This design comes from an exercise in tuning for small area and a short achievable clock period on the open sky130 flow, not from production work. In this exercise RTL edits were held to simulation tests only and were not proved equivalent to the original. Power figures rest on the tool's default switching activity, not on a simulated workload.

File: design/flow/design.v
module multiply
  (
   input wire [15:0]  x,
   input wire [23:0]  d,    
   output wire [15:0] z0,
   output wire [15:0] z1,
   output wire        zg,
   output wire [5:0]  zl0,
   output wire [5:0]  zl1
   );
   wire [17:0] xs = {x[15], x, 1'b0};
   wire one0 = d[0], two0 = d[1], neg0 = d[2];
   wire [16:0] pp0 = (({17{one0}} & xs[17:1]) | ({17{two0}} & xs[16:0])) ^ {17{neg0}};
   wire one1 = d[3], two1 = d[4], neg1 = d[5];
   wire [16:0] pp1 = (({17{one1}} & xs[17:1]) | ({17{two1}} & xs[16:0])) ^ {17{neg1}};
   wire one2 = d[6], two2 = d[7], neg2 = d[8];
   wire [16:0] pp2 = (({17{one2}} & xs[17:1]) | ({17{two2}} & xs[16:0])) ^ {17{neg2}};
   wire one3 = d[9], two3 = d[10], neg3 = d[11];
   wire [16:0] pp3 = (({17{one3}} & xs[17:1]) | ({17{two3}} & xs[16:0])) ^ {17{neg3}};
   wire one4 = d[12], two4 = d[13], neg4 = d[14];
   wire [16:0] pp4 = (({17{one4}} & xs[17:1]) | ({17{two4}} & xs[16:0])) ^ {17{neg4}};
   wire one5 = d[15], two5 = d[16], neg5 = d[17];
   wire [16:0] pp5 = (({17{one5}} & xs[17:1]) | ({17{two5}} & xs[16:0])) ^ {17{neg5}};
   wire one6 = d[18], two6 = d[19], neg6 = d[20];
   wire [16:0] pp6 = (({17{one6}} & xs[17:1]) | ({17{two6}} & xs[16:0])) ^ {17{neg6}};
   wire one7 = d[21], two7 = d[22], neg7 = d[23];
   wire [16:0] pp7 = (({17{one7}} & xs[17:1]) | ({17{two7}} & xs[16:0])) ^ {17{neg7}};
   wire n0 = pp0[10] ^ pp1[8];
   wire n1 = pp0[10] & pp1[8];
   wire n2 = pp0[11] ^ pp1[9];
   wire n3 = pp0[11] & pp1[9];
   wire n4 = pp0[12] ^ pp1[10] ^ pp2[8];
   wire n5 = (pp0[12] & pp1[10]) | (pp0[12] & pp2[8]) | (pp1[10] & pp2[8]);
   wire n6 = pp3[6] ^ pp4[4];
   wire n7 = pp3[6] & pp4[4];
   wire n8 = pp0[13] ^ pp1[11] ^ pp2[9];
   wire n9 = (pp0[13] & pp1[11]) | (pp0[13] & pp2[9]) | (pp1[11] & pp2[9]);
   wire n10 = pp3[7] ^ pp4[5];
   wire n11 = pp3[7] & pp4[5];
   wire n12 = pp0[14] ^ pp1[12] ^ pp2[10];
   wire n13 = (pp0[14] & pp1[12]) | (pp0[14] & pp2[10]) | (pp1[12] & pp2[10]);
   wire n14 = pp3[8] ^ pp4[6] ^ pp5[4];
   wire n15 = (pp3[8] & pp4[6]) | (pp3[8] & pp5[4]) | (pp4[6] & pp5[4]);
   wire n16 = pp6[2] ^ pp7[0];
   wire n17 = pp6[2] & pp7[0];
   wire n18 = pp0[15] ^ pp1[13] ^ pp2[11];
   wire n19 = (pp0[15] & pp1[13]) | (pp0[15] & pp2[11]) | (pp1[13] & pp2[11]);
   wire n20 = pp3[9] ^ pp4[7] ^ pp5[5];
   wire n21 = (pp3[9] & pp4[7]) | (pp3[9] & pp5[5]) | (pp4[7] & pp5[5]);
   wire n22 = pp6[3] ^ pp7[1];
   wire n23 = pp6[3] & pp7[1];
   wire n24 = ~pp0[16] ^ pp1[14] ^ pp2[12];
   wire n25 = (~pp0[16] & pp1[14]) | (~pp0[16] & pp2[12]) | (pp1[14] & pp2[12]);
   wire n26 = pp3[10] ^ pp4[8] ^ pp5[6];
   wire n27 = (pp3[10] & pp4[8]) | (pp3[10] & pp5[6]) | (pp4[8] & pp5[6]);
   wire n28 = pp6[4] ^ pp7[2];
   wire n29 = pp6[4] & pp7[2];
   wire n30 = pp1[15] ^ pp2[13] ^ pp3[11];
   wire n31 = (pp1[15] & pp2[13]) | (pp1[15] & pp3[11]) | (pp2[13] & pp3[11]);
   wire n32 = pp4[9] ^ pp5[7] ^ pp6[5];
   wire n33 = (pp4[9] & pp5[7]) | (pp4[9] & pp6[5]) | (pp5[7] & pp6[5]);
   wire n34 = ~pp1[16] ^ pp2[14] ^ pp3[12];
   wire n35 = (~pp1[16] & pp2[14]) | (~pp1[16] & pp3[12]) | (pp2[14] & pp3[12]);
   wire n36 = pp4[10] ^ pp5[8];
   wire n37 = pp4[10] & pp5[8];
   wire n38 = pp2[15] ^ pp3[13] ^ pp4[11];
   wire n39 = (pp2[15] & pp3[13]) | (pp2[15] & pp4[11]) | (pp3[13] & pp4[11]);
   wire n40 = ~pp2[16] ^ pp3[14];
   wire n41 = ~pp2[16] & pp3[14];
   wire n42 = pp0[6] ^ pp1[4];
   wire n43 = pp0[6] & pp1[4];
   wire n44 = pp0[7] ^ pp1[5];
   wire n45 = pp0[7] & pp1[5];
   wire n46 = pp0[8] ^ pp1[6] ^ pp2[4];
   wire n47 = (pp0[8] & pp1[6]) | (pp0[8] & pp2[4]) | (pp1[6] & pp2[4]);
   wire n48 = pp3[2] ^ pp4[0];
   wire n49 = pp3[2] & pp4[0];
   wire n50 = pp0[9] ^ pp1[7] ^ pp2[5];
   wire n51 = (pp0[9] & pp1[7]) | (pp0[9] & pp2[5]) | (pp1[7] & pp2[5]);
   wire n52 = pp3[3] ^ pp4[1];
   wire n53 = pp3[3] & pp4[1];
   wire n54 = n0 ^ pp2[6] ^ pp3[4];
   wire n55 = (n0 & pp2[6]) | (n0 & pp3[4]) | (pp2[6] & pp3[4]);
   wire n56 = pp4[2] ^ pp5[0] ^ neg5;
   wire n57 = (pp4[2] & pp5[0]) | (pp4[2] & neg5) | (pp5[0] & neg5);
   wire n58 = n1 ^ n2 ^ pp2[7];
   wire n59 = (n1 & n2) | (n1 & pp2[7]) | (n2 & pp2[7]);
   wire n60 = pp3[5] ^ pp4[3] ^ pp5[1];
   wire n61 = (pp3[5] & pp4[3]) | (pp3[5] & pp5[1]) | (pp4[3] & pp5[1]);
   wire n62 = n3 ^ n4 ^ n6;
   wire n63 = (n3 & n4) | (n3 & n6) | (n4 & n6);
   wire n64 = pp5[2] ^ pp6[0] ^ neg6;
   wire n65 = (pp5[2] & pp6[0]) | (pp5[2] & neg6) | (pp6[0] & neg6);
   wire n66 = n5 ^ n7 ^ n8;
   wire n67 = (n5 & n7) | (n5 & n8) | (n7 & n8);
   wire n68 = n10 ^ pp5[3] ^ pp6[1];
   wire n69 = (n10 & pp5[3]) | (n10 & pp6[1]) | (pp5[3] & pp6[1]);
   wire n70 = n9 ^ n11 ^ n12;
   wire n71 = (n9 & n11) | (n9 & n12) | (n11 & n12);
   wire n72 = n14 ^ n16 ^ neg7;
   wire n73 = (n14 & n16) | (n14 & neg7) | (n16 & neg7);
   wire n74 = n13 ^ n15 ^ n17;
   wire n75 = (n13 & n15) | (n13 & n17) | (n15 & n17);
   wire n76 = n18 ^ n20 ^ n22;
   wire n77 = (n18 & n20) | (n18 & n22) | (n20 & n22);
   wire n78 = n19 ^ n21 ^ n23;
   wire n79 = (n19 & n21) | (n19 & n23) | (n21 & n23);
   wire n80 = n24 ^ n26 ^ n28;
   wire n81 = (n24 & n26) | (n24 & n28) | (n26 & n28);
   wire n82 = n25 ^ n27 ^ n29;
   wire n83 = (n25 & n27) | (n25 & n29) | (n27 & n29);
   wire n84 = n30 ^ n32 ^ pp7[3];
   wire n85 = (n30 & n32) | (n30 & pp7[3]) | (n32 & pp7[3]);
   wire n86 = n31 ^ n33 ^ n34;
   wire n87 = (n31 & n33) | (n31 & n34) | (n33 & n34);
   wire n88 = n36 ^ pp6[6] ^ pp7[4];
   wire n89 = (n36 & pp6[6]) | (n36 & pp7[4]) | (pp6[6] & pp7[4]);
   wire n90 = n35 ^ n37 ^ n38;
   wire n91 = (n35 & n37) | (n35 & n38) | (n37 & n38);
   wire n92 = pp5[9] ^ pp6[7] ^ pp7[5];
   wire n93 = (pp5[9] & pp6[7]) | (pp5[9] & pp7[5]) | (pp6[7] & pp7[5]);
   wire n94 = n39 ^ n40 ^ pp4[12];
   wire n95 = (n39 & n40) | (n39 & pp4[12]) | (n40 & pp4[12]);
   wire n96 = pp5[10] ^ pp6[8] ^ pp7[6];
   wire n97 = (pp5[10] & pp6[8]) | (pp5[10] & pp7[6]) | (pp6[8] & pp7[6]);
   wire n98 = n41 ^ pp3[15] ^ pp4[13];
   wire n99 = (n41 & pp3[15]) | (n41 & pp4[13]) | (pp3[15] & pp4[13]);
   wire n100 = pp5[11] ^ pp6[9] ^ pp7[7];
   wire n101 = (pp5[11] & pp6[9]) | (pp5[11] & pp7[7]) | (pp6[9] & pp7[7]);
   wire n102 = ~pp3[16] ^ pp4[14] ^ pp5[12];
   wire n103 = (~pp3[16] & pp4[14]) | (~pp3[16] & pp5[12]) | (pp4[14] & pp5[12]);
   wire n104 = pp6[10] ^ pp7[8];
   wire n105 = pp6[10] & pp7[8];
   wire n106 = pp4[15] ^ pp5[13] ^ pp6[11];
   wire n107 = (pp4[15] & pp5[13]) | (pp4[15] & pp6[11]) | (pp5[13] & pp6[11]);
   wire n108 = ~pp4[16] ^ pp5[14];
   wire n109 = ~pp4[16] & pp5[14];
   wire n110 = pp0[4] ^ pp1[2];
   wire n111 = pp0[4] & pp1[2];
   wire n112 = pp0[5] ^ pp1[3];
   wire n113 = pp0[5] & pp1[3];
   wire n114 = n42 ^ pp2[2] ^ pp3[0];
   wire n115 = (n42 & pp2[2]) | (n42 & pp3[0]) | (pp2[2] & pp3[0]);
   wire n116 = n43 ^ n44 ^ pp2[3];
   wire n117 = (n43 & n44) | (n43 & pp2[3]) | (n44 & pp2[3]);
   wire n118 = n45 ^ n46 ^ n48;
   wire n119 = (n45 & n46) | (n45 & n48) | (n46 & n48);
   wire n120 = n47 ^ n49 ^ n50;
   wire n121 = (n47 & n49) | (n47 & n50) | (n49 & n50);
   wire n122 = n51 ^ n53 ^ n54;
   wire n123 = (n51 & n53) | (n51 & n54) | (n53 & n54);
   wire n124 = n55 ^ n57 ^ n58;
   wire n125 = (n55 & n57) | (n55 & n58) | (n57 & n58);
   wire n126 = n59 ^ n61 ^ n62;
   wire n127 = (n59 & n61) | (n59 & n62) | (n61 & n62);
   wire n128 = n63 ^ n65 ^ n66;
   wire n129 = (n63 & n65) | (n63 & n66) | (n65 & n66);
   wire n130 = n67 ^ n69 ^ n70;
   wire n131 = (n67 & n69) | (n67 & n70) | (n69 & n70);
   wire n132 = n71 ^ n73 ^ n74;
   wire n133 = (n71 & n73) | (n71 & n74) | (n73 & n74);
   wire n134 = n75 ^ n77 ^ n78;
   wire n135 = (n75 & n77) | (n75 & n78) | (n77 & n78);
   wire n136 = n79 ^ n81 ^ n82;
   wire n137 = (n79 & n81) | (n79 & n82) | (n81 & n82);
   wire n138 = n83 ^ n85 ^ n86;
   wire n139 = (n83 & n85) | (n83 & n86) | (n85 & n86);
   wire n140 = n87 ^ n89 ^ n90;
   wire n141 = (n87 & n89) | (n87 & n90) | (n89 & n90);
   wire n142 = n91 ^ n93 ^ n94;
   wire n143 = (n91 & n93) | (n91 & n94) | (n93 & n94);
   wire n144 = n95 ^ n97 ^ n98;
   wire n145 = (n95 & n97) | (n95 & n98) | (n97 & n98);
   wire n146 = n99 ^ n101 ^ n102;
   wire n147 = (n99 & n101) | (n99 & n102) | (n101 & n102);
   wire n148 = n103 ^ n105 ^ n106;
   wire n149 = (n103 & n105) | (n103 & n106) | (n105 & n106);
   wire n150 = n107 ^ n108 ^ pp6[12];
   wire n151 = (n107 & n108) | (n107 & pp6[12]) | (n108 & pp6[12]);
   wire n152 = n109 ^ pp5[15] ^ pp6[13];
   wire n153 = (n109 & pp5[15]) | (n109 & pp6[13]) | (pp5[15] & pp6[13]);
   wire n154 = ~pp5[16] ^ pp6[14];
   wire n155 = ~pp5[16] & pp6[14];
   wire n156 = pp0[2] ^ pp1[0];
   wire n157 = pp0[2] & pp1[0];
   wire n158 = pp0[3] ^ pp1[1];
   wire n159 = pp0[3] & pp1[1];
   wire n160 = n110 ^ pp2[0] ^ neg2;
   wire n161 = (n110 & pp2[0]) | (n110 & neg2) | (pp2[0] & neg2);
   wire n162 = n111 ^ n112 ^ pp2[1];
   wire n163 = (n111 & n112) | (n111 & pp2[1]) | (n112 & pp2[1]);
   wire n164 = n113 ^ n114 ^ neg3;
   wire n165 = (n113 & n114) | (n113 & neg3) | (n114 & neg3);
   wire n166 = n115 ^ n116 ^ pp3[1];
   wire n167 = (n115 & n116) | (n115 & pp3[1]) | (n116 & pp3[1]);
   wire n168 = n117 ^ n118 ^ neg4;
   wire n169 = (n117 & n118) | (n117 & neg4) | (n118 & neg4);
   wire n170 = n119 ^ n120 ^ n52;
   wire n171 = (n119 & n120) | (n119 & n52) | (n120 & n52);
   wire n172 = n121 ^ n122 ^ n56;
   wire n173 = (n121 & n122) | (n121 & n56) | (n122 & n56);
   wire n174 = n123 ^ n124 ^ n60;
   wire n175 = (n123 & n124) | (n123 & n60) | (n124 & n60);
   wire n176 = n125 ^ n126 ^ n64;
   wire n177 = (n125 & n126) | (n125 & n64) | (n126 & n64);
   wire n178 = n127 ^ n128 ^ n68;
   wire n179 = (n127 & n128) | (n127 & n68) | (n128 & n68);
   wire n180 = n129 ^ n130 ^ n72;
   wire n181 = (n129 & n130) | (n129 & n72) | (n130 & n72);
   wire n182 = n131 ^ n132 ^ n76;
   wire n183 = (n131 & n132) | (n131 & n76) | (n132 & n76);
   wire n184 = n133 ^ n134 ^ n80;
   wire n185 = (n133 & n134) | (n133 & n80) | (n134 & n80);
   wire n186 = n135 ^ n136 ^ n84;
   wire n187 = (n135 & n136) | (n135 & n84) | (n136 & n84);
   wire n188 = n137 ^ n138 ^ n88;
   wire n189 = (n137 & n138) | (n137 & n88) | (n138 & n88);
   wire n190 = n139 ^ n140 ^ n92;
   wire n191 = (n139 & n140) | (n139 & n92) | (n140 & n92);
   wire n192 = n141 ^ n142 ^ n96;
   wire n193 = (n141 & n142) | (n141 & n96) | (n142 & n96);
   wire n194 = n143 ^ n144 ^ n100;
   wire n195 = (n143 & n144) | (n143 & n100) | (n144 & n100);
   wire n196 = n145 ^ n146 ^ n104;
   wire n197 = (n145 & n146) | (n145 & n104) | (n146 & n104);
   wire n198 = n147 ^ n148 ^ pp7[9];
   wire n199 = (n147 & n148) | (n147 & pp7[9]) | (n148 & pp7[9]);
   wire n200 = n149 ^ n150 ^ pp7[10];
   wire n201 = (n149 & n150) | (n149 & pp7[10]) | (n150 & pp7[10]);
   wire n202 = n151 ^ n152 ^ pp7[11];
   wire n203 = (n151 & n152) | (n151 & pp7[11]) | (n152 & pp7[11]);
   wire n204 = n153 ^ n154 ^ pp7[12];
   wire n205 = (n153 & n154) | (n153 & pp7[12]) | (n154 & pp7[12]);
   wire n206 = n155 ^ pp6[15] ^ pp7[13];
   wire n207 = (n155 & pp6[15]) | (n155 & pp7[13]) | (pp6[15] & pp7[13]);
   wire n208 = ~pp6[16] ^ pp7[14];
   wire n209 = ~pp6[16] & pp7[14];
   wire n210 = pp0[0] & neg0;
   wire n211 = pp0[0] | neg0;
   wire n212 = n156 & neg1;
   wire n213 = n156 | neg1;
   wire n214 = n157 & n158;
   wire n215 = n157 | n158;
   wire n216 = n159 & n160;
   wire n217 = n159 | n160;
   wire n218 = n161 & n162;
   wire n219 = n161 | n162;
   wire n220 = n163 & n164;
   wire n221 = n163 | n164;
   wire n222 = n165 & n166;
   wire n223 = n165 | n166;
   wire n224 = n167 & n168;
   wire n225 = n167 | n168;
   wire n226 = pp0[1] & n210;
   wire n227 = pp0[1] & n211;
   wire n228 = n214 | (n215 & n212);
   wire n229 = n215 & n213;
   wire n230 = n228 | (n229 & n226);
   wire n231 = n229 & n227;
   wire n232 = n218 | (n219 & n216);
   wire n233 = n219 & n217;
   wire n234 = n224 | (n225 & n222);
   wire n235 = n225 & n223;
   wire n236 = n234 | (n235 & n220);
   wire n237 = n235 & n221;
   wire n238 = n236 | (n237 & n232);
   wire n239 = n237 & n233;
   wire n240 = n238 | (n239 & n230);
   wire n241 = n239 & n231;
   assign zg = n240;
   assign zl0 = {n179, n177, n175, n173, n171, n169};
   assign zl1 = {n180, n178, n176, n174, n172, n170};
   assign z0 = {~pp7[16], n209, n207, n205, n203, n201, n199, n197, n195, n193, n191, n189, n187, n185, n183, n181};
   assign z1 = {1'b0, pp7[15], n208, n206, n204, n202, n200, n198, n196, n194, n192, n190, n188, n186, n184, n182};
endmodule
module recode
  (
   input wire [15:0]  y,
   output wire [23:0] d
   );
   wire [16:0] yy = {y, 1'b0};
   genvar j;
   generate
      for (j = 0; j < 8; j = j + 1) begin: dig
         wire b2 = yy[2*j+2], b1 = yy[2*j+1], b0 = yy[2*j];
         assign d[3*j]   = b1 ^ b0;
         assign d[3*j+1] = (b2 & ~b1 & ~b0) | (~b2 & b1 & b0);
         assign d[3*j+2] = b2 & ~(b1 & b0);
      end
   endgenerate
endmodule
module summult
  (
   input wire         clk,
   input wire         first,
   input wire [15:0]  a0,
   input wire [15:0]  a1,
   input wire         ag,
   input wire [5:0]  al0,
   input wire [5:0]  al1,
   input wire [15:0]  b0,
   input wire [15:0]  b1,
   input wire         bg,
   input wire [5:0]  bl0,
   input wire [5:0]  bl1,
   output reg [15:0]  sum
   );
   reg [15:0] acc0, acc1;
   wire [15:0] q0 = first ? 16'hAAB0 : acc0;
   wire [15:0] q1 = first ? 16'h0000 : acc1;
   wire s0 = al0[0] & al1[0];
   wire s1 = al0[0] | al1[0];
   wire s2 = al0[1] & al1[1];
   wire s3 = al0[1] | al1[1];
   wire s4 = al0[2] & al1[2];
   wire s5 = al0[2] | al1[2];
   wire s6 = al0[3] & al1[3];
   wire s7 = al0[3] | al1[3];
   wire s8 = al0[4] & al1[4];
   wire s9 = al0[4] | al1[4];
   wire s10 = al0[5] & al1[5];
   wire s11 = al0[5] | al1[5];
   wire s12 = s2 | (s3 & s0);
   wire s13 = s3 & s1;
   wire s14 = s12 | (s13 & ag);
   wire s15 = s6 | (s7 & s4);
   wire s16 = s7 & s5;
   wire s17 = s10 | (s11 & s8);
   wire s18 = s11 & s9;
   wire s19 = s17 | (s18 & s15);
   wire s20 = s18 & s16;
   wire s21 = s19 | (s20 & s14);
   wire s22 = bl0[0] & bl1[0];
   wire s23 = bl0[0] | bl1[0];
   wire s24 = bl0[1] & bl1[1];
   wire s25 = bl0[1] | bl1[1];
   wire s26 = bl0[2] & bl1[2];
   wire s27 = bl0[2] | bl1[2];
   wire s28 = bl0[3] & bl1[3];
   wire s29 = bl0[3] | bl1[3];
   wire s30 = bl0[4] & bl1[4];
   wire s31 = bl0[4] | bl1[4];
   wire s32 = bl0[5] & bl1[5];
   wire s33 = bl0[5] | bl1[5];
   wire s34 = s24 | (s25 & s22);
   wire s35 = s25 & s23;
   wire s36 = s34 | (s35 & bg);
   wire s37 = s28 | (s29 & s26);
   wire s38 = s29 & s27;
   wire s39 = s32 | (s33 & s30);
   wire s40 = s33 & s31;
   wire s41 = s39 | (s40 & s37);
   wire s42 = s40 & s38;
   wire s43 = s41 | (s42 & s36);
   wire s44 = q0[0] ^ q1[0] ^ a0[0];
   wire s45 = (q0[0] & q1[0]) | (q0[0] & a0[0]) | (q1[0] & a0[0]);
   wire s46 = q0[1] ^ q1[1];
   wire s47 = q0[1] & q1[1];
   wire s48 = q0[2] ^ q1[2];
   wire s49 = q0[2] & q1[2];
   wire s50 = q0[3] ^ q1[3];
   wire s51 = q0[3] & q1[3];
   wire s52 = q0[4] ^ q1[4];
   wire s53 = q0[4] & q1[4];
   wire s54 = q0[5] ^ q1[5];
   wire s55 = q0[5] & q1[5];
   wire s56 = q0[6] ^ q1[6];
   wire s57 = q0[6] & q1[6];
   wire s58 = q0[7] ^ q1[7];
   wire s59 = q0[7] & q1[7];
   wire s60 = q0[8] ^ q1[8];
   wire s61 = q0[8] & q1[8];
   wire s62 = q0[9] ^ q1[9];
   wire s63 = q0[9] & q1[9];
   wire s64 = q0[10] ^ q1[10];
   wire s65 = q0[10] & q1[10];
   wire s66 = q0[11] ^ q1[11];
   wire s67 = q0[11] & q1[11];
   wire s68 = q0[12] ^ q1[12];
   wire s69 = q0[12] & q1[12];
   wire s70 = q0[13] ^ q1[13];
   wire s71 = q0[13] & q1[13];
   wire s72 = q0[14] ^ q1[14];
   wire s73 = q0[14] & q1[14];
   wire s74 = q0[15] ^ q1[15];
   wire s75 = q0[15] & q1[15];
   wire s76 = s44 ^ a1[0] ^ b0[0];
   wire s77 = (s44 & a1[0]) | (s44 & b0[0]) | (a1[0] & b0[0]);
   wire s78 = s45 ^ s46 ^ a0[1];
   wire s79 = (s45 & s46) | (s45 & a0[1]) | (s46 & a0[1]);
   wire s80 = a1[1] ^ b0[1];
   wire s81 = a1[1] & b0[1];
   wire s82 = s47 ^ s48 ^ a0[2];
   wire s83 = (s47 & s48) | (s47 & a0[2]) | (s48 & a0[2]);
   wire s84 = a1[2] ^ b0[2] ^ b1[2];
   wire s85 = (a1[2] & b0[2]) | (a1[2] & b1[2]) | (b0[2] & b1[2]);
   wire s86 = s49 ^ s50 ^ a0[3];
   wire s87 = (s49 & s50) | (s49 & a0[3]) | (s50 & a0[3]);
   wire s88 = a1[3] ^ b0[3] ^ b1[3];
   wire s89 = (a1[3] & b0[3]) | (a1[3] & b1[3]) | (b0[3] & b1[3]);
   wire s90 = s51 ^ s52 ^ a0[4];
   wire s91 = (s51 & s52) | (s51 & a0[4]) | (s52 & a0[4]);
   wire s92 = a1[4] ^ b0[4] ^ b1[4];
   wire s93 = (a1[4] & b0[4]) | (a1[4] & b1[4]) | (b0[4] & b1[4]);
   wire s94 = s53 ^ s54 ^ a0[5];
   wire s95 = (s53 & s54) | (s53 & a0[5]) | (s54 & a0[5]);
   wire s96 = a1[5] ^ b0[5] ^ b1[5];
   wire s97 = (a1[5] & b0[5]) | (a1[5] & b1[5]) | (b0[5] & b1[5]);
   wire s98 = s55 ^ s56 ^ a0[6];
   wire s99 = (s55 & s56) | (s55 & a0[6]) | (s56 & a0[6]);
   wire s100 = a1[6] ^ b0[6] ^ b1[6];
   wire s101 = (a1[6] & b0[6]) | (a1[6] & b1[6]) | (b0[6] & b1[6]);
   wire s102 = s57 ^ s58 ^ a0[7];
   wire s103 = (s57 & s58) | (s57 & a0[7]) | (s58 & a0[7]);
   wire s104 = a1[7] ^ b0[7] ^ b1[7];
   wire s105 = (a1[7] & b0[7]) | (a1[7] & b1[7]) | (b0[7] & b1[7]);
   wire s106 = s59 ^ s60 ^ a0[8];
   wire s107 = (s59 & s60) | (s59 & a0[8]) | (s60 & a0[8]);
   wire s108 = a1[8] ^ b0[8] ^ b1[8];
   wire s109 = (a1[8] & b0[8]) | (a1[8] & b1[8]) | (b0[8] & b1[8]);
   wire s110 = s61 ^ s62 ^ a0[9];
   wire s111 = (s61 & s62) | (s61 & a0[9]) | (s62 & a0[9]);
   wire s112 = a1[9] ^ b0[9] ^ b1[9];
   wire s113 = (a1[9] & b0[9]) | (a1[9] & b1[9]) | (b0[9] & b1[9]);
   wire s114 = s63 ^ s64 ^ a0[10];
   wire s115 = (s63 & s64) | (s63 & a0[10]) | (s64 & a0[10]);
   wire s116 = a1[10] ^ b0[10] ^ b1[10];
   wire s117 = (a1[10] & b0[10]) | (a1[10] & b1[10]) | (b0[10] & b1[10]);
   wire s118 = s65 ^ s66 ^ a0[11];
   wire s119 = (s65 & s66) | (s65 & a0[11]) | (s66 & a0[11]);
   wire s120 = a1[11] ^ b0[11] ^ b1[11];
   wire s121 = (a1[11] & b0[11]) | (a1[11] & b1[11]) | (b0[11] & b1[11]);
   wire s122 = s67 ^ s68 ^ a0[12];
   wire s123 = (s67 & s68) | (s67 & a0[12]) | (s68 & a0[12]);
   wire s124 = a1[12] ^ b0[12] ^ b1[12];
   wire s125 = (a1[12] & b0[12]) | (a1[12] & b1[12]) | (b0[12] & b1[12]);
   wire s126 = s69 ^ s70 ^ a0[13];
   wire s127 = (s69 & s70) | (s69 & a0[13]) | (s70 & a0[13]);
   wire s128 = a1[13] ^ b0[13] ^ b1[13];
   wire s129 = (a1[13] & b0[13]) | (a1[13] & b1[13]) | (b0[13] & b1[13]);
   wire s130 = s71 ^ s72 ^ a0[14];
   wire s131 = (s71 & s72) | (s71 & a0[14]) | (s72 & a0[14]);
   wire s132 = a1[14] ^ b0[14] ^ b1[14];
   wire s133 = (a1[14] & b0[14]) | (a1[14] & b1[14]) | (b0[14] & b1[14]);
   wire s134 = s73 ^ s74 ^ a0[15];
   wire s135 = (s73 & s74) | (s73 & a0[15]) | (s74 & a0[15]);
   wire s136 = a1[15] ^ b0[15] ^ b1[15];
   wire s137 = (a1[15] & b0[15]) | (a1[15] & b1[15]) | (b0[15] & b1[15]);
   wire s138 = s76 ^ b1[0];
   wire s139 = s76 & b1[0];
   wire s140 = s77 ^ s78 ^ s80;
   wire s141 = (s77 & s78) | (s77 & s80) | (s78 & s80);
   wire s142 = s79 ^ s81 ^ s82;
   wire s143 = (s79 & s81) | (s79 & s82) | (s81 & s82);
   wire s144 = s83 ^ s85 ^ s86;
   wire s145 = (s83 & s85) | (s83 & s86) | (s85 & s86);
   wire s146 = s87 ^ s89 ^ s90;
   wire s147 = (s87 & s89) | (s87 & s90) | (s89 & s90);
   wire s148 = s91 ^ s93 ^ s94;
   wire s149 = (s91 & s93) | (s91 & s94) | (s93 & s94);
   wire s150 = s95 ^ s97 ^ s98;
   wire s151 = (s95 & s97) | (s95 & s98) | (s97 & s98);
   wire s152 = s99 ^ s101 ^ s102;
   wire s153 = (s99 & s101) | (s99 & s102) | (s101 & s102);
   wire s154 = s103 ^ s105 ^ s106;
   wire s155 = (s103 & s105) | (s103 & s106) | (s105 & s106);
   wire s156 = s107 ^ s109 ^ s110;
   wire s157 = (s107 & s109) | (s107 & s110) | (s109 & s110);
   wire s158 = s111 ^ s113 ^ s114;
   wire s159 = (s111 & s113) | (s111 & s114) | (s113 & s114);
   wire s160 = s115 ^ s117 ^ s118;
   wire s161 = (s115 & s117) | (s115 & s118) | (s117 & s118);
   wire s162 = s119 ^ s121 ^ s122;
   wire s163 = (s119 & s121) | (s119 & s122) | (s121 & s122);
   wire s164 = s123 ^ s125 ^ s126;
   wire s165 = (s123 & s125) | (s123 & s126) | (s125 & s126);
   wire s166 = s127 ^ s129 ^ s130;
   wire s167 = (s127 & s129) | (s127 & s130) | (s129 & s130);
   wire s168 = s131 ^ s133 ^ s134;
   wire s169 = (s131 & s133) | (s131 & s134) | (s133 & s134);
   wire s170 = s138 ^ s21;
   wire s171 = s138 & s21;
   wire s172 = s139 ^ s140 ^ b1[1];
   wire s173 = (s139 & s140) | (s139 & b1[1]) | (s140 & b1[1]);
   wire s174 = s141 ^ s142 ^ s84;
   wire s175 = (s141 & s142) | (s141 & s84) | (s142 & s84);
   wire s176 = s143 ^ s144 ^ s88;
   wire s177 = (s143 & s144) | (s143 & s88) | (s144 & s88);
   wire s178 = s145 ^ s146 ^ s92;
   wire s179 = (s145 & s146) | (s145 & s92) | (s146 & s92);
   wire s180 = s147 ^ s148 ^ s96;
   wire s181 = (s147 & s148) | (s147 & s96) | (s148 & s96);
   wire s182 = s149 ^ s150 ^ s100;
   wire s183 = (s149 & s150) | (s149 & s100) | (s150 & s100);
   wire s184 = s151 ^ s152 ^ s104;
   wire s185 = (s151 & s152) | (s151 & s104) | (s152 & s104);
   wire s186 = s153 ^ s154 ^ s108;
   wire s187 = (s153 & s154) | (s153 & s108) | (s154 & s108);
   wire s188 = s155 ^ s156 ^ s112;
   wire s189 = (s155 & s156) | (s155 & s112) | (s156 & s112);
   wire s190 = s157 ^ s158 ^ s116;
   wire s191 = (s157 & s158) | (s157 & s116) | (s158 & s116);
   wire s192 = s159 ^ s160 ^ s120;
   wire s193 = (s159 & s160) | (s159 & s120) | (s160 & s120);
   wire s194 = s161 ^ s162 ^ s124;
   wire s195 = (s161 & s162) | (s161 & s124) | (s162 & s124);
   wire s196 = s163 ^ s164 ^ s128;
   wire s197 = (s163 & s164) | (s163 & s128) | (s164 & s128);
   wire s198 = s165 ^ s166 ^ s132;
   wire s199 = (s165 & s166) | (s165 & s132) | (s166 & s132);
   wire s200 = s167 ^ s168 ^ s136;
   wire s201 = (s167 & s168) | (s167 & s136) | (s168 & s136);
   wire [15:0] r0 = {s199, s197, s195, s193, s191, s189, s187, s185, s183, s181, s179, s177, s175, s173, s171, s170};
   wire [15:0] r1 = {s200, s198, s196, s194, s192, s190, s188, s186, s184, s182, s180, s178, s176, s174, s172, s43};
   always @(posedge clk) begin
      acc0 <= r0;
      acc1 <= r1;
      sum <= acc0 + acc1;
   end
endmodule
module filter
  #(
    parameter WIDTH = 32,
    parameter MWIDTH = 1,
    parameter FLTLEN = 8,
    parameter ID = 123
    )
   (
    input wire                   clk,
    input wire                   rst_n,
    input wire [WIDTH-1:0]       in_data,
    input wire                   in_nd,
    input wire [MWIDTH-1:0]      in_m,
    input wire [32-1:0]  in_msg,
    input wire                   in_msg_nd,
    output wire [WIDTH-1:0]      out_data,
    output wire                  out_nd,
    output wire [MWIDTH-1:0]     out_m,
    output wire                  error
    );
   integer j;
   reg [1:0] g;
   always @(posedge clk)
     if (!rst_n)
       g <= 2'd0;
     else
       g <= g + 2'd1;
   wire last = (g == 2'd3);
   reg [2:0]   which_pos;
   reg         setting_taps;
   reg         tap_set_error;
   assign error = tap_set_error;
   wire hdr    = in_msg[32-1];
   wire our_id = (in_msg[16:7] == ID);
   always @(posedge clk)
     if (!rst_n) begin
        setting_taps <= 1'b0;
        tap_set_error <= 1'b0;
     end else if (in_msg_nd) begin
        if (hdr) begin
           if (setting_taps)
             tap_set_error <= 1'b1;
           if (our_id) begin
              which_pos <= 3'd0;
              setting_taps <= 1'b1;
           end
        end else if (setting_taps) begin
           if (which_pos == 3'd7) begin
              which_pos <= 3'd0;
              setting_taps <= 1'b0;
           end else
             which_pos <= which_pos + 3'd1;
        end
     end
   reg [15:0]  tr [0:7];
   reg [7:0]   tv;
   wire [2:0]  wslot = which_pos - {g, 1'b0} - 3'd2;
   wire        twr = in_msg_nd & setting_taps;
   reg [15:0]  tr_d [0:7];
   reg [7:0]   tv_d;
   always @* begin
      for (j = 0; j < 8; j = j + 1) begin
         tr_d[j] = (twr && wslot == j) ? in_msg[15:0] : tr[(j+2)%8];
         tv_d[j] = rst_n & ((twr && wslot == j) | tv[(j+2)%8]);
      end
   end
   always @(posedge clk)
     for (j = 0; j < 8; j = j + 1)
       tr[j] <= tr_d[j];
   always @(posedge clk)
     tv <= tv_d;
   reg [31:0]  inbuf;
   reg         mbuf;
   reg         pending;
   always @(posedge clk)
     if (in_nd) begin
        inbuf <= in_data;
        mbuf <= in_m;
     end
   always @(posedge clk)
     if (!rst_n)
       pending <= 1'b0;
     else
       pending <= in_nd | (pending & ~last);
   wire ins = pending & last;
   reg [31:0]  hr [0:7];
   reg [7:0]   hv;
   always @(posedge clk)
     if (ins) begin
        hr[0] <= inbuf;
        for (j = 1; j < 8; j = j + 1)
          hr[j] <= hr[(j+1)%8];
     end else
       for (j = 0; j < 8; j = j + 1)
         hr[j] <= hr[(j+2)%8];
   wire [7:0]  hv_d = !rst_n ? 8'd0 :
                      ins ? ({hv[0], hv[7:1]} | 8'd1) : {hv[1:0], hv[7:2]};
   always @(posedge clk)
     hv <= hv_d;
   reg [6:0]   q;
   always @(posedge clk)
     if (!rst_n)
       q <= 7'd0;
     else
       q <= {q[5:0], ins};
   assign out_nd = q[6];
   reg mframe, mout;
   always @(posedge clk)
     if (last) begin
        mout <= mframe;
        if (pending)
          mframe <= mbuf;
     end
   assign out_m = mout;
   wire [15:0] ta_d = tr[2] & {16{tv[2] & hv_d[0]}};
   wire [15:0] tb_d = tr[3] & {16{tv[3] & hv_d[1]}};
   wire [23:0] da_d, db_d;
   recode rca (.y(ta_d), .d(da_d));
   recode rcb (.y(tb_d), .d(db_d));
   reg [23:0]  da, db;
   always @(posedge clk) begin
      da <= da_d;
      db <= db_d;
   end
   localparam K = 8;             
   localparam W = 14 - K;
   wire [15:0]  ra0, ra1, rb0, rb1, ia0, ia1, ib0, ib1;
   wire         rag, rbg, iag, ibg;
   wire [W-1:0] ral0, ral1, rbl0, rbl1, ial0, ial1, ibl0, ibl1;
   multiply mra (.x(hr[0][31:16]), .d(da), .z0(ra0), .z1(ra1), .zg(rag), .zl0(ral0), .zl1(ral1));
   multiply mrb (.x(hr[1][31:16]), .d(db), .z0(rb0), .z1(rb1), .zg(rbg), .zl0(rbl0), .zl1(rbl1));
   multiply mia (.x(hr[0][15:0]),  .d(da), .z0(ia0), .z1(ia1), .zg(iag), .zl0(ial0), .zl1(ial1));
   multiply mib (.x(hr[1][15:0]),  .d(db), .z0(ib0), .z1(ib1), .zg(ibg), .zl0(ibl0), .zl1(ibl1));
   reg [15:0]  pra0, pra1, prb0, prb1, pia0, pia1, pib0, pib1;
   reg         prag, prbg, piag, pibg;
   reg [W-1:0] pral0, pral1, prbl0, prbl1, pial0, pial1, pibl0, pibl1;
   always @(posedge clk) begin
      pra0 <= ra0; pra1 <= ra1; prag <= rag; pral0 <= ral0; pral1 <= ral1;
      prb0 <= rb0; prb1 <= rb1; prbg <= rbg; prbl0 <= rbl0; prbl1 <= rbl1;
      pia0 <= ia0; pia1 <= ia1; piag <= iag; pial0 <= ial0; pial1 <= ial1;
      pib0 <= ib0; pib1 <= ib1; pibg <= ibg; pibl0 <= ibl0; pibl1 <= ibl1;
   end
   wire [15:0] acc_re, acc_im;
   summult sre (.clk(clk), .first(q[1]),
                .a0(pra0), .a1(pra1), .ag(prag), .al0(pral0), .al1(pral1),
                .b0(prb0), .b1(prb1), .bg(prbg), .bl0(prbl0), .bl1(prbl1),
                .sum(acc_re));
   summult sim (.clk(clk), .first(q[1]),
                .a0(pia0), .a1(pia1), .ag(piag), .al0(pial0), .al1(pial1),
                .b0(pib0), .b1(pib1), .bg(pibg), .bl0(pibl0), .bl1(pibl1),
                .sum(acc_im));
   assign out_data = {acc_re, acc_im};
endmodule
File: design/flow/flow/run.sh
#!/bin/bash
# The standard layout with two changes in how it is made:
#  - after the standard synthesis, flow/fapol.py chooses the polarity of each
#    full-adder cell so that fewer inverters are needed (registers and their
#    names are untouched; the netlist computes the same function);
#  - timing repair aims past the 10 ns constraint, and the ports are buffered
#    with buf_2 cells.
# Each step's output goes to a log file of its own here (and ORFS's own logs
# stay under orfs/logs/).
set -euo pipefail
R=orfs/results/sky130hd/filter/base
bash standard.sh synth > make_synth.log 2>&1
cp $R/1_2_yosys.v $R/1_2_yosys_std.v
python3 flow/fapol.py $R/1_2_yosys_std.v $R/1_2_yosys.v > fapol.log 2>&1
rm -f $R/1_synth.odb
bash standard.sh SETUP_SLACK_MARGIN=6.7 "BUFFER_PORTS_ARGS=-buffer_cell sky130_fd_sc_hd__buf_2" finish > make_finish.log 2>&1
File: design/flow/flow/fapol.py
#!/usr/bin/env python3
"""Full-adder polarity clean-up on a Yosys gate netlist (sky130hd).

A full adder is self-dual: FA(~a, ~b, ~c) = (~sum, ~cout). Yosys's
extract_fa leaves many inverters between full adders. This pass chooses,
for each fa cell, whether it computes its true or its complemented outputs
(by taking the complements of all three inputs), so that fewer inverters are
needed, and writes the netlist back with the inverters that the choice needs.
Registers and all other cells are kept as they are, with their names; every
net that is kept carries the same function as before.

Usage: fapol.py IN.v OUT.v
"""
import re, sys
from collections import defaultdict

INV = {"sky130_fd_sc_hd__inv_1", "sky130_fd_sc_hd__inv_2"}
FA = "sky130_fd_sc_hd__fa_1"
OUTPINS = {"X", "Y", "Q", "Q_N", "SUM", "COUT", "HI", "LO"}

cell_re = re.compile(r'^[ \t]*(sky130_fd_sc_hd__\w+)\s+(\S+)\s*\((.*?)\);[ \t]*\n', re.S | re.M)
pin_re = re.compile(r'\.(\w+)\(\s*(.*?)\s*\)\s*(?:,|$)', re.S)


def main(inp, outp):
    txt = open(inp).read()
    cells = []
    for m in cell_re.finditer(txt):
        typ, name, body = m.group(1), m.group(2), m.group(3)
        pins = {}
        for pm in pin_re.finditer(body.strip()):
            pins[pm.group(1)] = pm.group(2).strip()
        cells.append({"typ": typ, "name": name, "pins": pins, "span": m.span()})
    rest = cell_re.sub("", txt)
    if re.search(r'\bassign\b', rest):
        raise SystemExit("fapol: netlist has assign statements; not handled")
    if len(re.findall(r'\bmodule\b', txt)) != 1:
        raise SystemExit("fapol: expected exactly one module")
    hdr = re.search(r'module\s+\S+\s*\((.*?)\);', txt, re.S)
    ports = set(p.strip() for p in hdr.group(1).split(','))

    def is_port(n):
        return n.split('[')[0].strip() in ports

    # the cells must sit together, with nothing else between them
    body_start = cells[0]["span"][0]
    body_end = cells[-1]["span"][1]
    between = txt[body_start:body_end]
    if cell_re.sub("", between).strip():
        raise SystemExit("fapol: unexpected text between cells")

    driver = {}
    for i, c in enumerate(cells):
        for p, n in c["pins"].items():
            if n and p in OUTPINS:
                if n in driver:
                    raise SystemExit(f"fapol: net {n} has two drivers")
                driver[n] = (i, p)

    # removable inverters: out net -> in net
    inv_of = {}
    for i, c in enumerate(cells):
        if c["typ"] in INV and not is_port(c["pins"]["Y"]):
            c["removable"] = True
            inv_of[c["pins"]["Y"]] = c["pins"]["A"]

    def base(n):
        pol = 0
        while n in inv_of:
            n = inv_of[n]
            pol ^= 1
        return n, pol

    fas = [i for i, c in enumerate(cells) if c["typ"] == FA
           and not any(is_port(c["pins"][p]) for p in ("SUM", "COUT"))]
    fa_set = set(fas)
    flip = defaultdict(int)

    # consumers of each base signal: (polarity wanted, cell index)
    req = defaultdict(list)
    for i, c in enumerate(cells):
        if c.get("removable"):
            continue
        for p, n in c["pins"].items():
            if p in OUTPINS or not n:
                continue
            b, pol = base(n)
            req[b].append((pol, i))

    def prod(b):
        d = driver.get(b)
        return flip[d[0]] if d is not None and d[0] in fa_set else 0

    def cost_of(b):
        pp = prod(b)
        for pol, i in req.get(b, []):
            if pol ^ flip[i] != pp:
                return 1
        return 0

    def fa_signals(i):
        c = cells[i]
        return {base(c["pins"][p])[0] for p in ("A", "B", "CIN")} | \
               {c["pins"][p] for p in ("SUM", "COUT")}

    allb = set(req) | set(driver)
    before = sum(cost_of(b) for b in allb)
    for _ in range(30):
        improved = False
        for i in fas:
            sig = fa_signals(i)
            c0 = sum(cost_of(b) for b in sig)
            flip[i] ^= 1
            if sum(cost_of(b) for b in sig) < c0:
                improved = True
            else:
                flip[i] ^= 1
        if not improved:
            break
    after = sum(cost_of(b) for b in allb)
    nflip = sum(flip[i] for i in fas)
    print(f"fapol: inverters {before} -> {after}; {nflip} of {len(fas)} fa cells complemented",
          file=sys.stderr)
    if outp is None:
        return

    # net names: polarity 0 of b keeps the name b; polarity 1 reuses the
    # name of an old inverter output of b if there is one
    inv_names = defaultdict(list)
    for n in inv_of:
        b, pol = base(n)
        if pol == 1:
            inv_names[b].append(n)
    wires = []
    cnt = [0]

    def fresh():
        cnt[0] += 1
        n = f"_fapol{cnt[0]}_"
        wires.append(n)
        return n

    names = {}

    def name_for(b, pol):
        if (b, pol) not in names:
            if pol == 0:
                names[(b, pol)] = b
            elif inv_names[b]:
                names[(b, pol)] = inv_names[b][0]
            else:
                names[(b, pol)] = fresh()
        return names[(b, pol)]

    made = set()
    newcells = []

    def net_at(b, want):
        pp = prod(b)
        if want != pp and (b, want) not in made:
            made.add((b, want))
            cnt[0] += 1
            newcells.append(("sky130_fd_sc_hd__inv_1", f"_fapolinv{cnt[0]}_",
                             {"A": name_for(b, pp), "Y": name_for(b, want)}))
        return name_for(b, want)

    out_cells = []
    for i, c in enumerate(cells):
        if c.get("removable"):
            continue
        f = flip[i]
        pins = {}
        for p, n in c["pins"].items():
            if not n:
                pins[p] = n
            elif p in OUTPINS:
                pins[p] = name_for(n, f)
            else:
                b, pol = base(n)
                pins[p] = net_at(b, pol ^ f)
        out_cells.append((c["typ"], c["name"], pins))

    head = txt[:body_start]
    tail = txt[body_end:]
    decl = "".join(f"  wire {w};\n" for w in wires)
    lines = []
    for typ, name, pins in out_cells + newcells:
        ps = ",\n".join(f"    .{p}({n} )" for p, n in pins.items())
        lines.append(f"  {typ} {name} (\n{ps}\n  );\n")
    open(outp, "w").write(head + decl + "".join(lines) + tail)


if __name__ == "__main__":
    main(sys.argv[1], sys.argv[2] if len(sys.argv) > 2 else None)
File: design/flow/standard.sh
#!/bin/bash
# synth_recipe.tcl (not shown) runs the flow's synth.tcl, then flattens the netlist and writes it again
# the make line also repeats each setting of config.mk as NAME=value (left out here)
make -C /OpenROAD-flow-scripts/flow DESIGN_CONFIG=/design/flow/config.mk WORK_HOME=/design/flow/orfs CLKGATE_MAP_FILE= SYNTH_SCRIPT=/design/flow/synth_recipe.tcl "${@:-finish}"
File: design/flow/config.mk
export PLATFORM = sky130hd
export DESIGN_NAME = filter
export DESIGN_NICKNAME = filter
export VERILOG_FILES = /design/flow/design.v
export SDC_FILE = /design/flow/constraint.sdc
export NUM_CORES = 4
export LEC_CHECK = 0
export CAP_MARGIN = 20
export CORE_MARGIN = 2
export CORE_UTILIZATION = 40
export CTS_BUF_LIST = sky130_fd_sc_hd__clkbuf_8
export CTS_CLUSTER_DIAMETER = 90
export CTS_CLUSTER_SIZE = 18
export SLEW_MARGIN = 20
File: design/flow/constraint.sdc
create_clock -name core_clock -period 10.0 [get_ports {clk}]
set_input_delay 2.0000 -clock core_clock [delete_from_list [all_inputs] [get_ports {clk}]]
set_output_delay 2.0000 -clock core_clock [all_outputs]
set_load 0.01 [all_outputs]
==> results of run 1 <==
## metrics by stage
step / utilization (%) / hold slack, ns / setup slack [ns] / instance area [um2]
2_1_floorplan: - / 0.400 / 6.65 / 45000
3_3_place_gp: 41.6 / 0.404 / 6.04 / 46600
3_5_place_dp: 41.6 / 0.417 / 6.07 / 46600
4_1_cts: 42.8 / 0.393 / 6.55 / 47900
5_1_grt: 43.4 / 0.408 / 6.54 / 48700
6_report: 43.4 / 0.395 / 6.64 / 48700
## state kept, by name, indices dropped and copies added, names as in the netlist, 24 cells and up
register,flops
tr,128
db,24
hr,256
da,24
inbuf,32
## metal layers
layer | up-vias | GRT usage [%] | part of all wire (%) | wire (um)
li1 | 14200 | - | - | -
met1 | 15000 | 28.1 | 45 | 52700
met2 | 1184 | 30.2 | 44 | 51400
met3 | 215 | 3.80 | 7.6 | 8900
met4 | 8 | 7.88 | 3.7 | 4380
met5 | - | 0 | 0.043 | 51
## worst max-delay path by stage
stage / end / depth (start not counted)
6_report: out_m[0] / 1
2_1_floorplan: prbg / 12
5_1_grt: out_m[0] / 1
3_5_place_dp: pia1[0] / 8
3_3_place_gp: pia1[0] / 8
4_1_cts: out_m[0] / 1
## power groups by stage
stage               registers (mW)  logic, mW  clock network [mW]
detailed placement            3.84       1.42                   0
CTS                           3.78       1.44                1.63
floorplan                     3.70       1.10                   0
global placement              3.83       1.39                   0
finish                        3.78       1.44                1.55
global route                  3.83       1.66                1.74
## layout make-up
| cell class | count | area share, % |
|---|---|---|
| diodes | 2 | 0.0103 |
| clock buffers | 54 | 1.53 |
| clock inverters | 22 | 0.347 |
| inverters | 224 | 1.79 |
| multi-input cells | 3077 | 55.5 |
| flip-flops and latches | 770 | 32.8 |
| well taps | 1500 | 3.86 |
| repair buffers | 202 | 4.20 |
## placed cells by master (no fill, tap or decap), types with 58 or more instances in the layout
master	count
sky130_fd_sc_hd__nand2_1	848
sky130_fd_sc_hd__dfxtp_1	658
sky130_fd_sc_hd__a22oi_1	469
sky130_fd_sc_hd__fa_1	436
sky130_fd_sc_hd__xnor2_1	381
sky130_fd_sc_hd__inv_1	228
sky130_fd_sc_hd__xor2_1	195
sky130_fd_sc_hd__ha_1	166
sky130_fd_sc_hd__mux2_2	131
sky130_fd_sc_hd__nor2_1	80
sky130_fd_sc_hd__buf_2	74
sky130_fd_sc_hd__nor2b_1	67
sky130_fd_sc_hd__clkbuf_8	58
## what timing repair did
item,in CTS,in global routing
setup buffers,14,3
hold buffers,0,0
pin swaps,0,4
gates resized for setup,110,153
endpoints found under the setup margin,226,172
gates cloned,0,8
==> flow_summary.toml, run 1 <==
[cts]
clkLatencyLatePin_ns = 0.80
ctsHtreeMaxLevel = 2
tritoncts = "done"
cts_root_buf = "sky130_fd_sc_hd__clkbuf_8"
clkSlewWorstSetupHoldPaths_ns = 0.11
cts_num_sinks = 770
cts_buffers = 52
cts-root-to-sink-buffers = 3

[finish]
multi_input_area_mm2 = 0.0270
final-instance-count-excl-fill = 5851
regArea_mm2 = 0.0160
nets = 5002
syn_to_final_growth_pct = 8.16
layout_cell_share_with_drive_strength_beyond_1_pct = 12.0
num-fill-cells = 10800

[setup_path]
worst_reg2reg_startpoint = "da[11]"
rrSetupSlack_ns = 6.75
dominant_delay_contributor_by_cell_family_on_the_critical_path = "flip-flops"
arrival_ns = 1.36
critical_path_class = "flop to output pin"
worst_r2r_path_depth = 9
crit_path_end_kind = "output pin"
worst_path_max_delay_cell = "sky130_fd_sc_hd__edfxtp_1"
crit_path_max_fanout = 1
crit_start = "mout"
startpoint_type = "flop"
cp_peak_stage_delay_ns = 0.40
worstPathCellList = "buf_2"
reg2reg_to = "pia0[3]"
buffers_and_inverters_on_the_worst_path = 1
timing.critical_path.required_ns = 8.00

[power]
pwr_density_cell_mw_per_mm2 = 139
p_int_mw = 4.70
share_comb_of_total_power_pct = 21.2
seq_power_share_pct = 55.9
total_leakage_power_nw = 21.4
clkPwrFrac_pct = 22.9
fin_total_pwr_mw = 6.77
power.share.switching_pct = 30.7
power.net_switching_mw = 2.08
vdd.ir_drop.worst_mv = 0.121

[global_routing]
global_route_wire_length_before_repair_um = 182000
grt_max_degree = 111
globalRouteOverflowTotal = 0
grt_pass1_vias = 30500
grt_use_total_pct = 19.9
number_of_antenna_violations_at_the_first_check_in_global_routing = 5

[placed_design]
place_congestion = 0.862
place.detailed.hpwl_um = 75500
portBuffers = 89
placed_cells = 5748

[route]
number_of_detailed_route_iterations_in_the_first_pass = 6
route.detailed.wl_per_inst_um = 20.1
ant_nets = 0
detailroute.via_count = 30600
detail_route.vias_per_cell = 5.23
finalWirelength_um = 117000
detail_route.drc_violations = 0
drt_iter0_markers = 2689

[sta]
report.final.hold_viol_count = 0
skew_ns = 0.0711
fmax_mhz = 298
setup_repair_after_global_routing_missed_its_margin = "true"
max_slew_headroom_pct = 27.9
number_of_max_slew_violations_in_the_final_report = 0
period_minus_ws_final_ns = 3.36
fin_setup_tns_ns = 0
report.final.setup_viol = 0
slew_of_the_pin_with_the_lowest_slew_margin_ns = 1.08
finalCritPeriodShare_pct = 33.6

[floorplanning]
rows = 123
floorplan.core_area_mm2 = 0.112
initial_core_util_pct = 40.2
chipWidth_um = 339
die_height_um = 339
boundaryPins = 104
die-area_mm2 = 0.115

[worst_hold_path]
timing.hold.worst_endpoint = "hr[2][3]"
hp-class = "flop to flop"
min-delay-start = "hr[3][3]"
whs_path_depth = 2

[outcome]
run_status = "timing/DRC/antenna clean"

[logic_synthesis]
syn_inst = 4456
syn-mean-instance-area_um2 = 10.1
synth.cell_area_mm2 = 0.0450
syn_nets = 5131
count_of_yosys_warnings_during_synthesis = 8

[flow_run]
drv.max_cap_violation_count = 0
==> run 2: changes to the inputs <==
--- a/design/flow/config.mk
+++ b/design/flow/config.mk
@@ -9,6 +9,3 @@
 export CORE_MARGIN = 2
 export CORE_UTILIZATION = 40
-export CTS_BUF_LIST = sky130_fd_sc_hd__clkbuf_8
-export CTS_CLUSTER_DIAMETER = 90
-export CTS_CLUSTER_SIZE = 18
 export SLEW_MARGIN = 20
==> flow_summary.toml, run 2 <==
[finish]
nets = 5045
layout_common_cells = "848 x sky130_fd_sc_hd__nand2_1, 673 x sky130_fd_sc_hd__dfxtp_1, 470 x sky130_fd_sc_hd__a22oi_1, 437 x sky130_fd_sc_hd__fa_1, 381 x sky130_fd_sc_hd__xnor2_1"
largestRegisters = "hr x256, tr x128, inbuf x32"
largest_register_ff_count = 256
largest_reg_by_ff_count = "hr"
layout_commonest_cell = "sky130_fd_sc_hd__nand2_1"
syn_to_final_growth_pct = 12.3
ant_cells = 0
layout_cell_share_with_drive_strength_beyond_1_pct = 13.0

[sta]
fin_setup_tns_ns = 0
report.final.hold_viol_count = 0
finalCritPeriodShare_pct = 32.5
skew_ns = 0.0321
period_minus_ws_final_ns = 3.25
layout_setup_ws_ns = 6.75
setup_repair_after_global_routing_missed_its_margin = "true"
report.final.setup_viol = 0
number_of_max_slew_violations_in_the_final_report = 0
fmax_mhz = 307
max_slew_headroom_pct = 28.8
slew_of_the_pin_with_the_lowest_slew_margin_ns = 1.07

[setup_path]
critical_path_class = "flop to flop"
worstPathCellList = "buf_12 > a22oi_2 > xnor2_1 > ha_1 > inv_1 > fa_1 > fa_1 > nor2_1 > maj3_1 > maj3_1 > a21o_1"
startpoint_type = "flop"
worst_reg2reg_startpoint = "db[4]"
timing.critical_path.required_ns = 10.57
crit_start = "db[4]"
crit_path_end_kind = "flop"
worst_path_max_delay_cell = "sky130_fd_sc_hd__fa_1"
arrival_ns = 3.82
crit_path_max_fanout = 16
cp_peak_stage_delay_ns = 0.55

[flow_run]
drv.max_cap_violation_count = 0

[global_routing]
number_of_antenna_violations_at_the_first_check_in_global_routing = 4
globalRouteOverflowTotal = 0
grt_max_degree = 111
grt_use_total_pct = 20.1
global_route_wire_length_before_repair_um = 183000
grt_pass1_vias = 30900

[cts]
cts_buffers = 86
cts_num_sinks = 770
cts_root_buf = "sky130_fd_sc_hd__clkbuf_16"
cts-root-to-sink-buffers = 3
clkSlewWorstSetupHoldPaths_ns = 0.06
cts_hold_repair.buffers = 0
tritoncts = "done"
clkLatencyLatePin_ns = 0.68
ctsHtreeMaxLevel = 3

[power]
p_int_mw = 6.06
seq_power_share_pct = 44.8
share_comb_of_total_power_pct = 16.8
power.share.switching_pct = 28.0
clkPwrFrac_pct = 38.4
power.net_switching_mw = 2.36
total_leakage_power_nw = 22.3
pwr_density_cell_mw_per_mm2 = 167
vdd.ir_drop.worst_mv = 0.126

[route]
detail_route.vias_per_cell = 5.23
detail_route.drc_violations = 0
number_of_detailed_route_iterations_in_the_first_pass = 6
drt_iter0_markers = 2829
finalWirelength_um = 118000
detailroute.via_count = 31000
ant_nets = 0
route.detailed.wl_per_inst_um = 20.0

[logic_synthesis]
syn_inst = 4456
count_of_yosys_warnings_during_synthesis = 8
syn_nets = 5131
synth.cell_area_mm2 = 0.0450
syn-mean-instance-area_um2 = 10.1

[outcome]
run_status = "timing/DRC/antenna clean"

[floorplanning]
die_height_um = 339
die-area_mm2 = 0.115
rows = 123
chipWidth_um = 339
floorplan.core_area_mm2 = 0.112
boundaryPins = 104
initial_core_util_pct = 40.2

[worst_hold_path]
min-delay-start = "hr[2][4]"
hp-class = "flop to flop"

[placed_design]
place_congestion = 0.862
placement.setup.worst_slack_ns = 6.07
place.detailed.hpwl_um = 75500
portBuffers = 89
-- run 2: layout make-up --
| class | count | area [um2] |
|---|---|---|
| fillers | 10600 | 61500 |
| multi-input cells | 3077 | 27000 |
| flip-flops and latches | 770 | 15900 |
| clock buffers | 113 | 2370 |
| repair buffers | 211 | 1990 |
| well taps | 1500 | 1880 |
| inverters | 224 | 870 |
| clock inverters | 38 | 519 |
-- run 2: worst max-delay path, delay by kind of cell (launching register included) --
kind            cells  cell delay (ns)
buf+inv             2             0.23
flops               1             0.37
simple gates        1             0.06
compound gates      2             0.36
fa+ha+maj           5             1.98
xor+xnor            1             0.15
-- run 2: final timing paths --
| path | end | slack, ns | cells past startpoint |
|---|---|---|---|
| worst max-delay path | prbg | 6.75 | 11 |
| worst min-delay path | hr[1][4] | 0.42 | 2 |
| worst max register to register | prbg | 6.75 | 11 |
| worst min register to register | hr[1][4] | 0.42 | 2 |
-- run 2: repair_timing --
item                                    4_1_cts  5_1_grt
endpoints found under the setup margin      197      148
buffers inserted                              7       19
pin swaps                                     0        2
cloned                                        0        8
resized for setup                            89      125
-- run 2: metrics by stage --
step	power, mW	util [%]	instance area (um2)	hold WS (ns)	instances
2_1_floorplan	4.80	-	45000	0.400	4456
3_3_place_gp	5.22	41.6	46600	0.404	5748
3_5_place_dp	5.25	41.6	46600	0.417	5748
4_1_cts	8.53	44.4	49800	0.423	5906
5_1_grt	8.91	45.1	50500	0.442	5933
6_report	8.42	45.1	50500	0.417	5933
-- run 2: power groups by stage --
stage	logic [mW]	registers, mW	clock network (mW)
global route	1.63	3.82	3.45
global placement	1.39	3.83	0
detailed placement	1.42	3.84	0
finish	1.41	3.78	3.23
CTS	1.43	3.78	3.32
floorplan	1.10	3.70	0
-- run 2: layer usage --
layer	track usage [%]	share of wire, %	up-vias
li1	-	-	14400
met1	28.1	45	15200
met2	30.1	43	1230
met3	4.31	7.6	252
met4	8.43	4.4	8
met5	0	0.043	-
==> run 3: changes to the inputs <==
--- a/design/flow/flow/run.sh
+++ b/design/flow/flow/run.sh
@@ -14,3 +14,3 @@
 python3 flow/fapol.py $R/1_2_yosys_std.v $R/1_2_yosys.v > fapol.log 2>&1
 rm -f $R/1_synth.odb
-bash standard.sh SETUP_SLACK_MARGIN=6.7 "BUFFER_PORTS_ARGS=-buffer_cell sky130_fd_sc_hd__buf_2" finish > make_finish.log 2>&1
+bash standard.sh SETUP_SLACK_MARGIN=6.6 "BUFFER_PORTS_ARGS=-buffer_cell sky130_fd_sc_hd__buf_2" finish > make_finish.log 2>&1
--- a/design/flow/config.mk
+++ b/design/flow/config.mk
@@ -9,3 +9,6 @@
 export CORE_MARGIN = 2
 export CORE_UTILIZATION = 40
+export CTS_BUF_LIST = sky130_fd_sc_hd__clkbuf_8
+export CTS_CLUSTER_DIAMETER = 90
+export CTS_CLUSTER_SIZE = 18
 export SLEW_MARGIN = 20
==> flow_summary.toml, run 3 <==
[setup_path]
crit_path_max_fanout = 1
critical_path_class = "flop to output pin"
reg2reg_to = "pia1[1]"
timing.critical_path.to = "out_m[0]"
startpoint_type = "flop"
cp_peak_stage_delay_ns = 0.40
crit_start = "mout"
worst_r2r_path_depth = 9
worst_path_max_delay_cell = "sky130_fd_sc_hd__edfxtp_1"
worstPathCellList = "buf_2"
worst_reg2reg_startpoint = "da[14]"
timing.critical_path.required_ns = 8.00
rrSetupSlack_ns = 6.68
crit_path_end_kind = "output pin"
buffers_and_inverters_on_the_worst_path = 1
arrival_ns = 1.34
dominant_delay_contributor_by_cell_family_on_the_critical_path = "flip-flops"
cp.depth = 1

[logic_synthesis]
syn_nets = 5131
synth.cell_area_mm2 = 0.0450
count_of_yosys_warnings_during_synthesis = 8
syn_inst = 4456
syn-mean-instance-area_um2 = 10.1

[floorplanning]
die_height_um = 339
floorplan.core_area_mm2 = 0.112
rows = 123
chipWidth_um = 339
initial_core_util_pct = 40.2
die-area_mm2 = 0.115
boundaryPins = 104

[cts]
tritoncts = "done"
clkLatencyLatePin_ns = 0.78
clkSlewWorstSetupHoldPaths_ns = 0.11
cts-root-to-sink-buffers = 3
cts_num_sinks = 770
ctsHtreeMaxLevel = 2
cts_root_buf = "sky130_fd_sc_hd__clkbuf_8"
cts_buffers = 53

[placed_design]
placed_cells = 5752
portBuffers = 89
place_congestion = 0.863
place.detailed.hpwl_um = 76200

[route]
number_of_detailed_route_iterations_in_the_first_pass = 6
ant_nets = 0
detail_route.vias_per_cell = 5.19
detailroute.via_count = 30300
detail_route.drc_violations = 0
finalWirelength_um = 116000
route.detailed.wl_per_inst_um = 19.8
drt_iter0_markers = 2577

[outcome]
run_status = "timing/DRC/antenna clean"

[finish]
layout_cell_share_with_drive_strength_beyond_1_pct = 10.7
largestRegisters = "hr x256, tr x128, inbuf x32"
final-instance-count-excl-fill = 5841
layout_commonest_cell = "sky130_fd_sc_hd__nand2_1"
syn_to_final_growth_pct = 6.80
largest_register_ff_count = 256
layout_common_cells = "848 x sky130_fd_sc_hd__nand2_1, 687 x sky130_fd_sc_hd__dfxtp_1, 476 x sky130_fd_sc_hd__a22oi_1, 437 x sky130_fd_sc_hd__fa_1, 381 x sky130_fd_sc_hd__xnor2_1"
nets = 4988
largest_reg_by_ff_count = "hr"

[sta]
fmax_mhz = 300
fin_setup_tns_ns = 0
skew_ns = 0.0475
period_minus_ws_final_ns = 3.34
number_of_max_slew_violations_in_the_final_report = 0
slew_of_the_pin_with_the_lowest_slew_margin_ns = 0.999
setup_repair_after_global_routing_missed_its_margin = "true"
report.final.setup_viol = 0
max_slew_headroom_pct = 33.4
finalCritPeriodShare_pct = 33.4
report.final.hold_viol_count = 0

[power]
vdd.ir_drop.worst_mv = 0.0888
total_leakage_power_nw = 21.3
pwr_density_cell_mw_per_mm2 = 142

[global_routing]
grt_max_degree = 112
globalRouteOverflowTotal = 0
grt_pass1_vias = 30700
number_of_antenna_violations_at_the_first_check_in_global_routing = 7
grt_use_total_pct = 20.0
global_route_wire_length_before_repair_um = 183000

[flow_run]
drv.max_cap_violation_count = 0

[worst_hold_path]
hp-class = "flop to flop"
-- run 3: report_power, final --
| part | switching, mW | leakage [nW] | internal [mW] | total, mW |
|---|---|---|---|---|
| registers | 0.282 | 6.36 | 3.49 | 3.77 |
| logic | 0.765 | 14.3 | 0.653 | 1.42 |
| clock network | 1.04 | 0.546 | 0.592 | 1.63 |
| total | 2.09 | 21.3 | 4.73 | 6.82 |
-- run 3: worst min-delay path by stage --
stage,from,endpoint,slack (ns),cells past startpoint
4_1_cts,mframe,mout,0.40,0
3_3_place_gp,mbuf,mframe,0.40,0
2_1_floorplan,tr[2][0],da[1],0.40,1
3_5_place_dp,mbuf,mframe,0.41,0
5_1_grt,mframe,mout,0.40,0
6_report,mframe,mout,0.40,0
-- run 3: layer usage --
| metal | vias to the layer above | track usage (%) | routed length, um |
|---|---|---|---|
| li1 | 14200 | - | - |
| met1 | 14800 | 27.7 | 52000 |
| met2 | 1073 | 30.9 | 51100 |
| met3 | 214 | 3.49 | 7790 |
| met4 | 8 | 8.17 | 5000 |
| met5 | - | 0 | 48 |
-- run 3: final cells by class --
class	count	area (um2)
flip-flops and latches	770	15900
multi-input cells	3077	26900
fillers	10900	64000
clock buffers	53	729
diodes	5	12.5
well taps	1500	1880
inverters	224	852
clock inverters	25	262
repair buffers	187	1520
-- run 3: repair_timing --
| action | 4_1_cts | 5_1_grt |
|---|---|---|
| hold buffers | 0 | 0 |
| pin swaps | 0 | 1 |
| cloned | 0 | 2 |
| resized for setup | 48 | 66 |
| setup endpoints to repair | 78 | 48 |
| buffers inserted | 1 | 2 |
-- run 3: through the flow --
stage | worst slack (ns) | power, mW | util [%] | instance area [um2] | hold WS [ns]
2_1_floorplan | 6.61 | 4.80 | - | 45000 | 0.400
3_3_place_gp | 6.26 | 5.23 | 41.6 | 46600 | 0.404
3_5_place_dp | 6.25 | 5.28 | 41.6 | 46600 | 0.408
4_1_cts | 6.57 | 6.94 | 42.6 | 47700 | 0.395
5_1_grt | 6.56 | 7.28 | 42.9 | 48100 | 0.404
6_report | 6.66 | 6.82 | 42.9 | 48100 | 0.397

==> separate check: timing with driven ports <==
Ports are ideal in the flow. The routed layouts listed here were re-timed in OpenROAD.
Step 1: set_driving_cell puts a clkbuf_16 on clk and a buf_2 on each other input, an assumption about the parent block.
Step 2 moves the port delays by t, midway between the first and last clock arrival at a register: inputs arrive t later, outputs are due t later. That takes back most of the time a late clock gives input paths.
a / b / c = no drivers / after step 1 / after step 2; a / b = the first two.
run	t (ns)	setup WS [ns]	hold slack, ns	slew at the worst register clock pin (ns)	worst slew at a driven data input, ns
run 1	0.834	6.643 / 6.578 / 6.367	0.395 / 0.395 / 0.395	0.12 / 0.12	0.07
run 2	0.734	6.747 / 6.735 / 6.277	0.417 / 0.417 / 0.417	0.07 / 0.07	0.07
run 3	0.833	6.663 / 6.591 / 6.255	0.397 / 0.397 / 0.397	0.12 / 0.12	0.06
After both steps setup and hold are still met in every run listed. The setup slack of run 2, which loses most, moves by -0.012 ns with the drivers and by -0.470 ns with both steps.
